This is an optimization exercise on Yosys and OpenROAD, whose aim is small area, not a production implementation. Only simulation tests tie the RTL to the original design; equivalence was not proved. No activity file was given, so power comes from the tool's default toggle rates.

[flow/design.v]
module fifo_row #(
    parameter WIDTH = 8
)(
    input   logic                       clk,
    input   logic                       i_we_n,      
    input   logic                       i_keep_n,    
    input   logic [WIDTH-1:0]           i_d,
    output  logic [WIDTH-1:0]           o_q
);
    always_ff @ (posedge clk)
        o_q <= ~(({WIDTH{i_we_n}} | i_d) & ({WIDTH{i_keep_n}} | o_q));
endmodule
module fifo_row_f #(
    parameter WIDTH = 8
)(
    input   logic                       clk,
    input   logic                       i_x,
    input   logic [WIDTH-1:0]           i_y,
    output  logic [WIDTH-1:0]           o_q
);
    always_ff @ (posedge clk)
        o_q <= ~(o_q | ({WIDTH{i_x}} & i_y));
endmodule
module fifo_bit_r (
    input   logic                       clk,
    input   logic                       rst_n,
    input   logic                       i_we_n,
    input   logic                       i_keep_n,
    input   logic                       i_d,
    output  logic                       o_q
);
    always_ff @ (posedge clk, negedge rst_n)
        if (~rst_n) o_q <= 1'b0;
        else        o_q <= ~((i_we_n | i_d) & (i_keep_n | o_q));
endmodule
module fifo_pdec_en (
    input   logic [2:0]                 i_p,
    input   logic                       i_en,
    output  logic [7:0]                 o_y_n
);
    always_comb
        for (int k = 0; k < 8; k++)
            o_y_n[k] = ~(i_en & (i_p == k));
endmodule
module fifo_pdec (
    input   logic [2:0]                 i_p,
    output  logic [7:0]                 o_y_n
);
    always_comb
        for (int k = 0; k < 8; k++)
            o_y_n[k] = ~(i_p == k);
endmodule
module fifo_wsel (
    input   logic                       i_a_n,
    input   logic                       i_b_n,
    output  logic                       o_y
);
    assign o_y = ~(i_a_n | i_b_n);
endmodule
module fifo_inv (
    input   logic                       i_a,
    output  logic                       o_y
);
    assign o_y = ~i_a;
endmodule
module fifo_sel8 #(
    parameter WIDTH = 8
)(
    input   logic [7:0]                 i_sel_n,
    input   logic [8*WIDTH-1:0]         i_d,
    output  logic [WIDTH-1:0]           o_y
);
    logic [8*WIDTH-1:0] t;
    genvar k;
    generate
        for (k = 0; k < 8; k++) begin : g_t
            assign t[k*WIDTH +: WIDTH] = {WIDTH{i_sel_n[k]}} | i_d[k*WIDTH +: WIDTH];
        end
    endgenerate
    assign o_y = t[0*WIDTH +: WIDTH] & t[1*WIDTH +: WIDTH] & t[2*WIDTH +: WIDTH] & t[3*WIDTH +: WIDTH]
               & t[4*WIDTH +: WIDTH] & t[5*WIDTH +: WIDTH] & t[6*WIDTH +: WIDTH] & t[7*WIDTH +: WIDTH];
endmodule
module fifo_pdec2_en (
    input   logic [1:0]                 i_p,
    input   logic                       i_en,
    output  logic [3:0]                 o_y_n
);
    always_comb
        for (int k = 0; k < 4; k++)
            o_y_n[k] = ~(i_en & (i_p == k));
endmodule
module fifo #(
    parameter WIDTH         = 32,
    parameter DEPTH         = 64,
    parameter FORCE         = 0
)(
    input   logic                       clk,
    input   logic                       i_pre,
    input   logic                       i_push,
    input   logic [WIDTH-1:0]           i_wdata,
    input   logic                       i_pop,
    output  logic [WIDTH-1:0]           o_rdata,
    output  logic                       o_full,
    output  logic                       o_empty,
    input   logic                       rst_n
);
    localparam  PTR_W   = 6;
    logic [PTR_W:0]                 wptr, rptr;
    logic [PTR_W:0]                 wptr_inc;
    logic [WIDTH*64-1:0]            mem;
    logic                           same;
    assign same     = (wptr[PTR_W-1:0] == rptr[PTR_W-1:0]);
    assign o_full   = same & (wptr[PTR_W] ^ rptr[PTR_W]);
    assign o_empty  = same & ~(wptr[PTR_W] ^ rptr[PTR_W]);
    logic                           wen, ren;
    assign wen      = i_push & ~o_full;
    assign ren      = i_pop & ~o_empty;
    assign wptr_inc = wptr + 1'b1;
    genvar i;
    generate
        if (FORCE == 2) begin : g_f2
            logic c63, f_w, f_w1, en_e, en_o, wr_e, wr_o;
            assign c63  = (wptr_inc[PTR_W-1:0] == rptr[PTR_W-1:0]);
            assign f_w  = ~o_full | ren;
            assign f_w1 = ~o_full & (~c63 | ren);
            assign en_e = wptr[0] ? f_w1 : f_w;
            assign en_o = wptr[0] ? f_w  : f_w1;
            assign wr_e = wen & rst_n & ~wptr[0];
            assign wr_o = wen & rst_n &  wptr[0];
            logic [WIDTH-1:0] y_e, y_o;
            assign y_e = i_wdata | {WIDTH{~wr_e}};
            assign y_o = i_wdata | {WIDTH{~wr_o}};
            logic [3:0] elo_n, olo_n;
            logic [7:0] ehi_n, ohi_n;
            fifo_pdec2_en u_elo (.i_p(wptr_inc[2:1]), .i_en(en_e), .o_y_n(elo_n));
            fifo_pdec     u_ehi (.i_p(wptr_inc[5:3]), .o_y_n(ehi_n));
            fifo_pdec2_en u_olo (.i_p(wptr[2:1]),     .i_en(en_o), .o_y_n(olo_n));
            fifo_pdec     u_ohi (.i_p(wptr[5:3]),     .o_y_n(ohi_n));
            for (i = 0; i < 64; i++) begin : g_row
                logic x;
                if (i % 2 == 0) begin : g_e
                    fifo_wsel u_wsel (.i_a_n(elo_n[(i/2)%4]), .i_b_n(ehi_n[i/8]), .o_y(x));
                    fifo_row_f #(.WIDTH(WIDTH)) u_row (
                        .clk (clk), .i_x (x), .i_y (y_e), .o_q (mem[i*WIDTH +: WIDTH]));
                end else begin : g_o
                    fifo_wsel u_wsel (.i_a_n(olo_n[(i/2)%4]), .i_b_n(ohi_n[i/8]), .o_y(x));
                    fifo_row_f #(.WIDTH(WIDTH)) u_row (
                        .clk (clk), .i_x (x), .i_y (y_o), .o_q (mem[i*WIDTH +: WIDTH]));
                end
            end
        end else begin : g_f01
            logic wsel;
            if (FORCE == 1) begin : g_wsel_f
                assign wsel = (i_pre & (~o_full | i_pop)) | wen;
            end else begin : g_wsel
                assign wsel = wen;
            end
            logic [7:0] wlo_n, whi_n;
            fifo_pdec_en u_wlo (.i_p(wptr[2:0]), .i_en(wsel), .o_y_n(wlo_n));
            fifo_pdec    u_whi (.i_p(wptr[5:3]), .o_y_n(whi_n));
            for (i = 0; i < 64; i++) begin : g_row
                logic keep_n, we_n;
                fifo_wsel u_wsel (.i_a_n(wlo_n[i%8]), .i_b_n(whi_n[i/8]), .o_y(keep_n));
                if (FORCE == 1) begin : g_f
                    fifo_row_f #(.WIDTH(WIDTH)) u_row (
                        .clk (clk), .i_x (keep_n), .i_y (i_wdata), .o_q (mem[i*WIDTH +: WIDTH]));
                end else begin : g_t
                    fifo_inv  u_winv (.i_a(keep_n), .o_y(we_n));
                    fifo_row #(.WIDTH(WIDTH)) u_row (
                        .clk (clk), .i_we_n (we_n), .i_keep_n (keep_n),
                        .i_d (i_wdata), .o_q (mem[i*WIDTH +: WIDTH]));
                end
            end
        end
    endgenerate
    logic [7:0]                     rlo_n, rhi_n;
    always_comb begin
        for (int k = 0; k < 8; k++) begin
            rlo_n[k] = (rptr[2:0] != k);
            rhi_n[k] = (rptr[5:3] != k);
        end
    end
    logic [8*WIDTH-1:0]             part;
    generate
        for (i = 0; i < 8; i++) begin : g_grp
            fifo_sel8 #(.WIDTH(WIDTH)) u_sel (
                .i_sel_n(rlo_n),
                .i_d    (mem[i*8*WIDTH +: 8*WIDTH]),
                .o_y    (part[i*WIDTH +: WIDTH])
            );
        end
    endgenerate
    fifo_sel8 #(.WIDTH(WIDTH)) u_sel_top (.i_sel_n(rhi_n), .i_d(part), .o_y(o_rdata));
    always_ff @ (posedge clk, negedge rst_n) begin
        if (~rst_n)     wptr <= '0;
        else if (wen)   wptr <= wptr_inc;
    end
    always_ff @ (posedge clk, negedge rst_n) begin
        if (~rst_n)     rptr <= '0;
        else if (ren)   rptr <= rptr + 1'b1;
    end
endmodule
module uart_tx #(
    parameter DATA_WIDTH    = 8
)(
    input   logic                       clk,
    input   logic                       i_tx_en,
    input   logic [DATA_WIDTH-1:0]      i_tx_data,       
    input   logic                       i_phase,         
    input   logic                       i_cfg_parity,
    input   logic [1:0]                 i_cfg_bits,
    input   logic [1:0]                 i_cfg_baud,
    output  logic                       o_tx_serial,
    output  logic                       o_tx_busy,
    output  logic                       o_tx_done,
    input   logic                       rst_n
);
    localparam logic [2:0] IDLE = 3'd0, START = 3'd1, DATA = 3'd2, PARITY = 3'd3, STOP = 3'd4;
    logic [2:0]     state;
    logic [13:0]    baud_cnt;        
    logic [2:0]     bit_cnt;
    logic [7:0]     tx_data_reg;     
    logic           tx_parity_reg;
    function automatic logic has(input logic [13:0] c, input logic [13:0] v);
        has = ((c & v) == v);
    endfunction
    logic           tick;
    always_comb begin
        case (i_cfg_baud)
            2'd0:    tick = has(baud_cnt, 14'd867);
            2'd1:    tick = has(baud_cnt, 14'd5207);
            2'd2:    tick = has(baud_cnt, 14'd10415);
            default: tick = 1'b1;
        endcase
    end
    logic           last_bit;
    assign last_bit = bit_cnt[2] & (bit_cnt[1:0] == i_cfg_bits);
    logic           cur_bit;
    assign cur_bit  = tx_data_reg[bit_cnt] ^ i_phase;
    assign o_tx_busy = (state != IDLE);
    always_comb begin
        case (state)
            START:   o_tx_serial = 1'b0;
            DATA:    o_tx_serial = cur_bit;
            PARITY:  o_tx_serial = tx_parity_reg;
            default: o_tx_serial = 1'b1;
        endcase
    end
    logic           idle;
    assign idle = (state == IDLE);
    fifo_row #(.WIDTH(8)) u_data (
        .clk      (clk),
        .i_we_n   (o_tx_busy),
        .i_keep_n (idle),
        .i_d      (i_tx_data),
        .o_q      (tx_data_reg)
    );
    always_ff @ (posedge clk) begin
        if (state == IDLE || tick) baud_cnt <= '0;
        else                       baud_cnt <= baud_cnt + 1'b1;
        if (state == IDLE) begin
            tx_parity_reg   <= 1'b0;
        end else if (state == DATA && tick) begin
            tx_parity_reg   <= tx_parity_reg ^ cur_bit;
        end
    end
    always_ff @ (posedge clk, negedge rst_n) begin
        if (~rst_n) begin
            state           <= IDLE;
            bit_cnt         <= '0;
            o_tx_done       <= 1'b0;
        end else begin
            o_tx_done       <= (state == STOP) & tick;
            case (state)
                IDLE: begin
                    if (i_tx_en) state <= START;
                end
                START: begin
                    if (tick) state <= DATA;
                end
                DATA: begin
                    if (tick) begin
                        if (last_bit) begin
                            bit_cnt     <= '0;
                            state       <= i_cfg_parity ? PARITY : STOP;
                        end else begin
                            bit_cnt     <= bit_cnt + 1'b1;
                        end
                    end
                end
                PARITY: begin
                    if (tick) state <= STOP;
                end
                default: begin
                    if (tick) state <= IDLE;
                end
            endcase
        end
    end
endmodule
module uart_rx #(
    parameter DATA_WIDTH    = 8
)(
    input   logic                       clk,
    input   logic                       i_rx_en,
    input   logic                       i_rx_serial,
    input   logic                       i_phase,         
    input   logic                       i_cfg_parity,
    input   logic [1:0]                 i_cfg_bits,
    input   logic [1:0]                 i_cfg_baud,
    output  logic [DATA_WIDTH-1:0]      o_rx_data,       
    output  logic                       o_rx_busy,
    output  logic                       o_rx_done,
    output  logic                       o_rx_done_next,  
    input   logic                       rst_n
);
    localparam logic [2:0] IDLE = 3'd0, START = 3'd1, DATA = 3'd2, PARITY = 3'd3, STOP = 3'd4;
    logic [2:0]     state;
    logic [13:0]    baud_cnt;        
    logic [2:0]     bit_cnt;
    logic           tick;            
    logic [7:0]     wr;
    logic           sample;
    assign sample = i_rx_serial ^ i_phase;
    genvar k;
    generate
        for (k = 0; k < 8; k++) begin : g_bit
            assign wr[k] = (state == DATA) & tick & (bit_cnt == k);
            if (k < 5) begin : g_lo
                fifo_row #(.WIDTH(1)) u_bit (
                    .clk (clk), .i_we_n (~wr[k]), .i_keep_n (wr[k]),
                    .i_d (sample), .o_q (o_rx_data[k]));
            end else begin : g_hi
                fifo_bit_r u_bit (
                    .clk (clk), .rst_n (rst_n), .i_we_n (~wr[k]), .i_keep_n (wr[k]),
                    .i_d (sample), .o_q (o_rx_data[k]));
            end
        end
    endgenerate
    function automatic logic has(input logic [13:0] c, input logic [13:0] v);
        has = ((c & v) == v);
    endfunction
    always_comb begin
        tick = 1'b1;
        case (i_cfg_baud)
            2'd0: case (state)
                    START:   tick = has(baud_cnt, 14'd433);
                    STOP:    tick = has(baud_cnt, 14'd1300);
                    default: tick = has(baud_cnt, 14'd867);
                  endcase
            2'd1: case (state)
                    START:   tick = has(baud_cnt, 14'd2603);
                    STOP:    tick = has(baud_cnt, 14'd7810);
                    default: tick = has(baud_cnt, 14'd5207);
                  endcase
            2'd2: case (state)
                    START:   tick = has(baud_cnt, 14'd5207);
                    STOP:    tick = has(baud_cnt, 14'd15622);
                    default: tick = has(baud_cnt, 14'd10415);
                  endcase
            default: tick = 1'b1;
        endcase
    end
    logic           last_bit;
    assign last_bit = bit_cnt[2] & (bit_cnt[1:0] == i_cfg_bits);
    assign o_rx_busy = (state != IDLE);
    assign o_rx_done_next = (state == STOP) & tick;
    always_ff @ (posedge clk) begin
        if (state == IDLE || tick) baud_cnt <= '0;
        else                       baud_cnt <= baud_cnt + 1'b1;
    end
    always_ff @ (posedge clk, negedge rst_n) begin
        if (~rst_n) begin
            state           <= IDLE;
            bit_cnt         <= '0;
            o_rx_done       <= 1'b0;
        end else begin
            o_rx_done       <= o_rx_done_next;
            case (state)
                IDLE: begin
                    if (i_rx_en && ~i_rx_serial) state <= START;
                end
                START: begin
                    if (tick && ~i_rx_serial) state <= DATA;
                end
                DATA: begin
                    if (tick) begin
                        if (last_bit) begin
                            bit_cnt     <= '0;
                            state       <= i_cfg_parity ? PARITY : STOP;
                        end else begin
                            bit_cnt     <= bit_cnt + 1'b1;
                        end
                    end
                end
                PARITY: begin
                    if (tick) state <= STOP;
                end
                default: begin
                    if (tick) state <= IDLE;
                end
            endcase
        end
    end
endmodule
module uart_fifo_top (
    input  logic        clk,
    input  logic        rst_n,
    input  logic        cfg_parity,
    input  logic [1:0]  cfg_bits,
    input  logic [1:0]  cfg_baud,
    input  logic        tx_push,
    input  logic [7:0]  tx_wdata,
    output logic        tx_full,
    output logic        tx_empty,
    output logic        tx_serial,
    output logic        tx_busy,
    output logic        tx_done,
    input  logic        rx_en,
    input  logic        rx_serial,
    input  logic        rx_pop,
    output logic [7:0]  rx_rdata,
    output logic        rx_full,
    output logic        rx_empty,
    output logic        rx_busy,
    output logic        rx_done
);
    logic [7:0] tx_fifo_rdata;
    logic       tx_start;
    logic [7:0] rx_data;
    logic [7:0] rx_fifo_rdata;
    logic       rx_done_next;
    logic       phase;
    always_ff @ (posedge clk, negedge rst_n) begin
        if (~rst_n) phase <= 1'b0;
        else        phase <= ~phase;
    end
    assign tx_start = ~tx_empty & ~tx_busy;
    fifo #(.WIDTH(8), .DEPTH(64), .FORCE(2)) u_tx_fifo (
        .clk     (clk),
        .i_pre   (1'b0),
        .i_push  (tx_push),
        .i_wdata (tx_wdata ^ {8{phase}}),
        .i_pop   (tx_start),
        .o_rdata (tx_fifo_rdata),
        .o_full  (tx_full),
        .o_empty (tx_empty),
        .rst_n   (rst_n)
    );
    uart_tx #(.DATA_WIDTH(8)) u_uart_tx (
        .clk          (clk),
        .i_tx_en      (tx_start),
        .i_tx_data    (tx_fifo_rdata),
        .i_phase      (phase),
        .i_cfg_parity (cfg_parity),
        .i_cfg_bits   (cfg_bits),
        .i_cfg_baud   (cfg_baud),
        .o_tx_serial  (tx_serial),
        .o_tx_busy    (tx_busy),
        .o_tx_done    (tx_done),
        .rst_n        (rst_n)
    );
    uart_rx #(.DATA_WIDTH(8)) u_uart_rx (
        .clk          (clk),
        .i_rx_en      (rx_en),
        .i_rx_serial  (rx_serial),
        .i_phase      (phase),
        .i_cfg_parity (cfg_parity),
        .i_cfg_bits   (cfg_bits),
        .i_cfg_baud   (cfg_baud),
        .o_rx_data    (rx_data),
        .o_rx_busy    (rx_busy),
        .o_rx_done    (rx_done),
        .o_rx_done_next (rx_done_next),
        .rst_n        (rst_n)
    );
    fifo #(.WIDTH(8), .DEPTH(64), .FORCE(1)) u_rx_fifo (
        .clk     (clk),
        .i_pre   (rx_done_next),
        .i_push  (rx_done),
        .i_wdata (rx_data),
        .i_pop   (rx_pop),
        .o_rdata (rx_fifo_rdata),
        .o_full  (rx_full),
        .o_empty (rx_empty),
        .rst_n   (rst_n)
    );
    assign rx_rdata = rx_fifo_rdata ^ {8{phase}};
endmodule
[flow/flow/run.sh]
#!/bin/bash
# Standard layout, with one extra step after placement-time resizing: every
# logic cell and register is set to the smallest drive strength of its own
# function, and the port buffers to buf_1 (the later repair steps upsize
# whatever then needs it). Each tool's output goes to a log of its own.
set -euo pipefail
R=orfs/results/${FLOW_PLATFORM}/uart_fifo_top/base
bash standard.sh synth > synth.log 2>&1
bash standard.sh 3_4_place_resized > place.log 2>&1
RESULTS=$R openroad -no_init -exit flow/downsize.tcl > downsize.log 2>&1
bash standard.sh finish > finish.log 2>&1
[flow/flow/downsize.tcl]
# Set every logic cell and register of the placed design to the smallest
# cell of the same function (same name but the drive-strength suffix), and
# the port buffers to buf_1.
set odb $::env(RESULTS)/3_4_place_resized.odb
read_db $odb
set db [ord::get_db]
set block [ord::get_db_block]
set skip {^sky130_fd_sc_hd__(tap|fill|decap|diode|conb|clk|buf|inv|dly|lpflow|probe)}
set saved 0
set n 0
foreach inst [$block getInsts] {
    set m [$inst getMaster]
    set name [$m getName]
    set iname [$inst getName]
    if {[regexp {^(input|output)[0-9]+$} $iname] && [regexp {^sky130_fd_sc_hd__(buf|clkbuf|clkdlybuf4s[0-9]+)_[0-9]+$} $name]} {
        set best [$db findMaster sky130_fd_sc_hd__buf_1]
    } elseif {[regexp $skip $name]} {
        continue
    } elseif {[regexp {^(sky130_fd_sc_hd__\w+?)_(\d+)$} $name -> fam drv]} {
        set best $m
        foreach d {0 1 2} {
            set c [$db findMaster ${fam}_$d]
            if {$c ne "NULL" && $c ne "" && [$c getWidth] < [$best getWidth]} {
                set best $c
            }
        }
    } else {
        continue
    }
    if {[$best getName] ne $name} {
        set saved [expr {$saved + [$m getWidth] - [$best getWidth]}]
        incr n
        puts "swap $iname $name -> [$best getName]"
        $inst swapMaster $best
    }
}
puts "downsized $n instances, width saved [expr {$saved / 1000.0}] um"
write_db $odb
[flow/standard.sh]
#!/bin/bash
# synth_recipe.tcl (not shown) runs the flow's synth.tcl, then flattens the netlist and writes it again
# the make line also repeats each setting of config.mk as NAME=value (left out here)
make -C /OpenROAD-flow-scripts/flow DESIGN_CONFIG=/design/flow/config.mk WORK_HOME=/design/flow/orfs CLKGATE_MAP_FILE= SYNTH_SCRIPT=/design/flow/synth_recipe.tcl "${@:-finish}"
[flow/config.mk]
export PLATFORM = sky130hd
export DESIGN_NAME = uart_fifo_top
export DESIGN_NICKNAME = uart_fifo_top
export VERILOG_FILES = /design/flow/design.v
export SDC_FILE = /design/flow/constraint.sdc
export NUM_CORES = 4
export LEC_CHECK = 0
export CAP_MARGIN = 20
export CORE_MARGIN = 2
export CORE_UTILIZATION = 62
export CTS_BUF_LIST = sky130_fd_sc_hd__clkbuf_16
export CTS_CLUSTER_DIAMETER = 150
export CTS_CLUSTER_SIZE = 30
export SLEW_MARGIN = 20
export SYNTH_HIERARCHICAL = 1
export SYNTH_MINIMUM_KEEP_SIZE = 0
[flow/constraint.sdc]
create_clock -name core_clock -period 10.0 [get_ports {clk}]
set_input_delay 2.0000 -clock core_clock [delete_from_list [all_inputs] [get_ports {clk}]]
set_output_delay 2.0000 -clock core_clock [all_outputs]
set_load 0.01 [all_outputs]
==> flow_summary.json, run 1 <==
{
  "status": "finished clean",
  "rsz0062_at_grt": "no",
  "coreArea_mm2": 0.0641,
  "yosys_warnings": 18,
  "worstPathMaxFanout": 64,
  "clk_root_buffer_cell": "clkbuf_16",
  "grt_pass1_vias": 28900,
  "largest_reg_flops": 512,
  "synth_cells": 3782,
  "hold_violations": 0,
  "setup_viol": 0,
  "overflow": 0,
  "start_util_pct": 62.4,
  "path_class": "flip-flop to primary output",
  "grt_max_degree": 66,
  "drv_cap": 0,
  "fin_tns_setup_ns": 0,
  "die_h_um": 258,
  "vias": 30000,
  "antenna_found_initial": 1,
  "drtIter0Drc": 3502,
  "cts_tree": "yes",
  "final_common_cell": "dfxtp_1",
  "wirelength_um": 114000,
  "fmax_ghz": 0.158,
  "postRouteAntennaNets": 0,
  "synthesis.area_mm2": 0.0400,
  "p_leak_nw": 14.5,
  "ir_drop_mv": 0.199,
  "fin_util_pct": 60.5,
  "die_area_mm2": 0.0666,
  "io_pins": 36,
  "cts.sinks": 1112,
  "drcViolationCount": 0,
  "hp-class": "flip-flop to flip-flop",
  "endpoint_kind": "primary output",
  "rows": 93,
  "worst_pin_slew_ns": 1.05,
  "required_ns": 8.00,
  "ctsHoldBuffers": 0,
  "maxSlewHeadroom_pct": 29.7,
  "final_cell_mix": "dfxtp_1 (1066), a21oi_1 (1030), o22ai_1 (595)",
  "p_per_area_mw_per_mm2": 343,
  "gp_congestion": 0.934,
  "cts_resized": 0,
  "clk_pin_slew_ns": 0.12,
  "cts_buffers": 43,
  "clock_skew_ns": 0.0417,
  "startpoint_type": "flip-flop",
  "drive_gt1_share_pct": 3.27,
  "period_share_pct": 63.4,
  "cp.arrival_ns": 4.34,
  "avgSynthCellArea_um2": 10.6,
  "dpl.hpwl_um": 68400,
  "synth_nets": 3824,
  "htreeDepth": 2,
  "grt_use_total_pct": 33.1,
  "die_w_um": 258,
  "via_per_inst": 6.72,
  "ctsLongestPathBuffers": 3,
  "clock_latency_ns": 0.63,
  "dr.pass1.iters": 8,
  "area_growth_pct": -3.10,
  "wire_per_inst_um": 25.5,
  "final.min_clock_period_ns": 6.34,
  "port_buffers": 35,
  "drv_slew": 0,
  "postCtsSetupBuffers": 0,
  "num-nets-final": 3645,
  "grt_pass1_wl_um": 172000,
  "largest-register": "u_rx_fifo.g_f01.g_row.g_f.u_row.o_q",
  "reg_top3": "u_rx_fifo.g_f01.g_row.g_f.u_row.o_q x512, u_tx_fifo.g_f2.g_row.g_e.u_row.o_q x256, u_tx_fifo.g_f2.g_row.g_o.u_row.o_q x256"
}
[path summary, 6_finish.rpt]
path                                                           from                                       end  slack, ns  cells after the start
hold reg to reg            u_tx_fifo.g_f2.g_row[7].g_o.u_row.o_q[4]  u_tx_fifo.g_f2.g_row[7].g_o.u_row.o_q[4]       0.41                      1
max in group asynchronous                                     rst_n         u_uart_rx.g_bit[6].g_hi.u_bit.o_q       7.98                      2
hold / removal             u_tx_fifo.g_f2.g_row[7].g_o.u_row.o_q[4]  u_tx_fifo.g_f2.g_row[7].g_o.u_row.o_q[4]       0.41                      1
min in group asynchronous                                     rst_n                        u_uart_tx.state[1]       1.46                      2
setup / recovery                                  u_rx_fifo.rptr[0]                               rx_rdata[4]       3.66                     10
setup reg to reg                                  u_tx_fifo.wptr[4]  u_tx_fifo.g_f2.g_row[9].g_o.u_row.o_q[1]       5.22                     10
[where the power goes]
part / switching, mW / leakage (nW) / total [mW] / internal (mW)
clock network: 1.33 / 0.619 / 2.15 / 0.825
registers: 0.734 / 10.1 / 6.23 / 5.50
logic: 3.29 / 3.74 / 4.90 / 1.61
total: 5.35 / 14.5 / 13.3 / 7.94
[metal layers]
layer	GRT usage (%)	vias to the layer above	share of wire, %
met5	0	-	0
met4	16.8	0	5.0
met3	4.60	310	7.4
met2	53.4	1456	46
met1	43.8	14600	41
li1	-	13700	-
[per-stage QoR]
step	cell area (um^2)	hold slack (ns)	worst slack (ns)	instances	total power [mW]
2_1_floorplan	40000	0.389	5.71	3782	10.2
3_3_place_gp	39200	0.397	3.70	4403	11.6
3_5_place_dp	37400	0.399	3.95	4403	11.0
4_1_cts	38500	0.414	3.77	4459	13.1
5_1_grt	38800	0.423	3.48	4470	13.9
6_report	38800	0.413	3.66	4470	13.3
[critical path, stage by stage (launching register included)]
cell and delay (ns):
dfrtp_1 0.50, ha_1 0.29, ha_1 0.20, inv_2 0.05, buf_4 0.62, o22ai_1 0.19
nor4_1 0.63, o22ai_1 0.32, nor4_1 0.50, xor2_1 0.22, buf_1 0.17
[area by class of cell]
type                    instances  area, um^2
diodes                          1        2.50
inverters                      25        96.3
fillers                      5363       25300
multi-input cells            2347       13400
repair buffers                 74         547
clock buffers                  45        1130
clock inverters                11        67.6
well taps                     855        1070
flip-flops and latches       1112       22500
==> run 2: changes to the inputs <==
--- a/flow/design.v
+++ b/flow/design.v
@@ -217,19 +217,16 @@
 );
     localparam logic [2:0] IDLE = 3'd0, START = 3'd1, DATA = 3'd2, PARITY = 3'd3, STOP = 3'd4;
     logic [2:0]     state;
-    logic [13:0]    baud_cnt;        
+    logic [13:0]    baud_cnt;
     logic [2:0]     bit_cnt;
     logic [7:0]     tx_data_reg;     
     logic           tx_parity_reg;
-    function automatic logic has(input logic [13:0] c, input logic [13:0] v);
-        has = ((c & v) == v);
-    endfunction
     logic           tick;
     always_comb begin
         case (i_cfg_baud)
-            2'd0:    tick = has(baud_cnt, 14'd867);
-            2'd1:    tick = has(baud_cnt, 14'd5207);
-            2'd2:    tick = has(baud_cnt, 14'd10415);
+            2'd0:    tick = (baud_cnt == 14'd4787);
+            2'd1:    tick = (baud_cnt == 14'd15640);
+            2'd2:    tick = (baud_cnt == 14'd1833);
             default: tick = 1'b1;
         endcase
     end
@@ -257,7 +254,7 @@
     );
     always_ff @ (posedge clk) begin
         if (state == IDLE || tick) baud_cnt <= '0;
-        else                       baud_cnt <= baud_cnt + 1'b1;
+        else                       baud_cnt <= {baud_cnt[12:0], ~(baud_cnt[13] ^ baud_cnt[12])};
         if (state == IDLE) begin
             tx_parity_reg   <= 1'b0;
         end else if (state == DATA && tick) begin
--- a/flow/config.mk
+++ b/flow/config.mk
@@ -10,7 +10,7 @@
 export CORE_UTILIZATION = 62
 export CTS_BUF_LIST = sky130_fd_sc_hd__clkbuf_16
 export CTS_CLUSTER_DIAMETER = 150
-export CTS_CLUSTER_SIZE = 30
+export CTS_CLUSTER_SIZE = 31
 export SLEW_MARGIN = 20
 export SYNTH_HIERARCHICAL = 1
 export SYNTH_MINIMUM_KEEP_SIZE = 0
==> flow_summary.json, run 2 <==
{
  "status": "finished clean",
  "gp_congestion": 0.943,
  "fmax_ghz": 0.149,
  "hp-class": "flip-flop to flip-flop",
  "cts_buffers": 41,
  "crit_family": "buffers and inverters",
  "die_area_mm2": 0.0667,
  "startpoint_type": "flip-flop",
  "fin_util_pct": 60.1,
  "rsz0062_at_grt": "no",
  "reg2reg_slack_ns": 4.51,
  "dpl.hpwl_um": 71200,
  "clock_latency_ns": 0.64,
  "cts_resized": 0,
  "vias": 30500,
  "grt_max_degree": 66,
  "setup_viol": 0,
  "fin_tns_setup_ns": 0,
  "hold_violations": 0,
  "cts.sinks": 1112,
  "die_w_um": 258,
  "path_class": "flip-flop to primary output",
  "cp.arrival_ns": 4.73,
  "via_per_inst": 6.86,
  "cpPeakStageDelay_ns": 0.65,
  "drcViolationCount": 0,
  "p_per_area_mw_per_mm2": 348,
  "hold_path_end": "u_rx_fifo.g_f01.g_row[53].g_f.u_row.o_q[7]",
  "wirelength_um": 116000,
  "cp.depth": 10,
  "fin_ws_ns": 3.27,
  "maxSlewHeadroom_pct": 18.8,
  "largest-register": "u_rx_fifo.g_f01.g_row.g_f.u_row.o_q",
  "rows": 93,
  "final.min_clock_period_ns": 6.73,
  "drive_gt1_share_pct": 3.23,
  "avgSynthCellArea_um2": 10.6,
  "dp_slack_ns": 3.41,
  "synth_nets": 3813,
  "worstPathCellList": "ha_1 > ha_1 > inv_2 > buf_4 > o22ai_1 > nor4_1 > o22ai_1 > nor4_1 > xor2_1 > buf_1",
  "htreeDepth": 2,
  "synthesis.area_mm2": 0.0401,
  "endpoint_kind": "primary output",
  "critPathSlowestCell": "nor4_1",
  "port_buffers": 35,
  "final_cell_mix": "dfxtp_1 (1064), a21oi_1 (1028), o22ai_1 (594)",
  "worst_hold_slack_ns": 0.412,
  "path_buf_inv": 3,
  "die_h_um": 258,
  "worstPathMaxFanout": 33,
  "worst_pin_slew_ns": 1.21,
  "clk_pin_slew_ns": 0.11,
  "p_leak_nw": 14.4,
  "drv_cap": 0,
  "required_ns": 8.00,
  "num-nets-final": 3627,
  "io_pins": 36,
  "ir_drop_mv": 0.357,
  "wire_per_inst_um": 26.0,
  "synth_cells": 3769,
  "clock_skew_ns": 0.0214,
  "grt_pass1_wl_um": 174000,
  "hold_start": "u_rx_fifo.g_f01.g_row[53].g_f.u_row.o_q[7]",
  "ff2ff_path_depth": 11,
  "largest_reg_flops": 512,
  "reg_top3": "u_rx_fifo.g_f01.g_row.g_f.u_row.o_q x512, u_tx_fifo.g_f2.g_row.g_e.u_row.o_q x256, u_tx_fifo.g_f2.g_row.g_o.u_row.o_q x256",
  "rr_endpoint": "u_rx_fifo.g_f01.g_row[26].g_f.u_row.o_q[5]",
  "yosys_warnings": 18,
  "rr_startpoint": "u_uart_rx.baud_cnt[0]",
  "clk_root_buffer_cell": "clkbuf_16",
  "ctsHoldBuffers": 0,
  "grt_pass1_vias": 28900,
  "start_util_pct": 62.4,
  "postCtsSetupBuffers": 0,
  "cts_tree": "yes",
  "final_common_cell": "dfxtp_1",
  "overflow": 0,
  "antenna_found_initial": 0,
  "postRouteAntennaNets": 0,
  "coreArea_mm2": 0.0642,
  "period_share_pct": 67.3,
  "drv_slew": 0,
  "grt_use_total_pct": 33.5,
  "min_delay_path_depth": 1,
  "area_growth_pct": -3.60,
  "ctsLongestPathBuffers": 3,
  "dr.pass1.iters": 8,
  "drtIter0Drc": 3731
}
==> run 2: final cells by class <==
| type | count | area (um^2) |
|---|---|---|
| diodes | 1 | 2.50 |
| clock buffers | 43 | 1080 |
| clock inverters | 8 | 61.3 |
| fillers | 5412 | 25600 |
| inverters | 29 | 109 |
| multi-input cells | 2323 | 13300 |
| flip-flops and latches | 1112 | 22500 |
| well taps | 855 | 1070 |
| repair buffers | 76 | 497 |
==> run 2: worst reg2reg max path, stage by stage, from the launching register on <==
cell       delay [ns]
dfxtp_1          0.48
ha_1             0.36
nand4_1          0.17
a2111oi_0        0.40
a21oi_1          0.16
nand3_1          0.68
and2_1           0.26
inv_1            0.04
o21ai_0          0.66
nand4bb_1        1.08
nor2_1           0.86
a21oi_1          0.20
==> run 2: power by group <==
group | internal [mW] | total (mW) | switching, mW
sequential | 5.50 | 6.31 | 0.809
clock | 0.811 | 2.13 | 1.32
combinational | 1.65 | 5.01 | 3.36
total | 7.96 | 13.5 | 5.50
==> run 2: metal layers <==
metal  track usage [%]  vias up  routed length, um
met1              49.9    15100              51000
met2              49.2     1607              49800
met5                 0        -                  0
li1                  -    13600                  -
met3              7.07      211              12000
met4              9.28        0               2960
==> run 2: worst max-delay path by stage <==
stage | from | to | slack [ns]
3_3_place_gp | cfg_baud[1] | u_rx_fifo.g_f01.g_row[18].g_f.u_row.o_q[4] | 3.73
6_report | u_rx_fifo.rptr[0] | rx_rdata[2] | 3.27
3_5_place_dp | cfg_baud[1] | u_rx_fifo.g_f01.g_row[26].g_f.u_row.o_q[5] | 3.41
2_1_floorplan | cfg_baud[1] | u_rx_fifo.g_f01.g_row[0].g_f.u_row.o_q[5] | 5.52
4_1_cts | u_rx_fifo.rptr[0] | rx_rdata[7] | 3.03
5_1_grt | u_rx_fifo.rptr[2] | rx_rdata[1] | 3.17
==> run 2: through the flow <==
stage | power (mW) | std cells | instance area (um^2)
global placement | 11.8 | 4391 | 39300
floorplan | 10.2 | 3769 | 40100
finish | 13.5 | 4447 | 38600
detailed placement | 11.1 | 4391 | 37400
CTS | 13.2 | 4442 | 38500
global route | 14.0 | 4446 | 38600

-- static timing again, ports no longer ideal --
The flow's constraints put no driver on any port. The routed layouts listed below were extracted and timed again, unchanged, in two steps.
Step 1 (the two cells are an assumption about what drives the block):
set clk [get_ports {clk}]
set_driving_cell -lib_cell sky130_fd_sc_hd__clkbuf_16 $clk
set_driving_cell -lib_cell sky130_fd_sc_hd__buf_2 [delete_from_list [all_inputs] $clk]
Step 2 also shifts input and output timing later by t, the mid clock arrival at the registers, as if the neighbouring blocks saw the same clock.
a / b / c = no drivers / after step 1 / after step 2; a / b = the first two.
| run | shift t [ns] | setup WS [ns] | latest minus earliest clock arrival (ns) | worst slew at a driven data input, ns |
|---|---|---|---|---|
| run 1 | 0.676 | 3.658 / 3.591 / 3.848 | 0.050 / 0.050 | 0.07 |
| run 2 | 0.691 | 3.273 / 3.205 / 3.247 | 0.028 / 0.027 | 0.06 |
After both steps setup and hold are still met in every run listed. The setup slack of run 2, which loses most, moves by -0.068 ns with the drivers and by -0.026 ns with both steps.
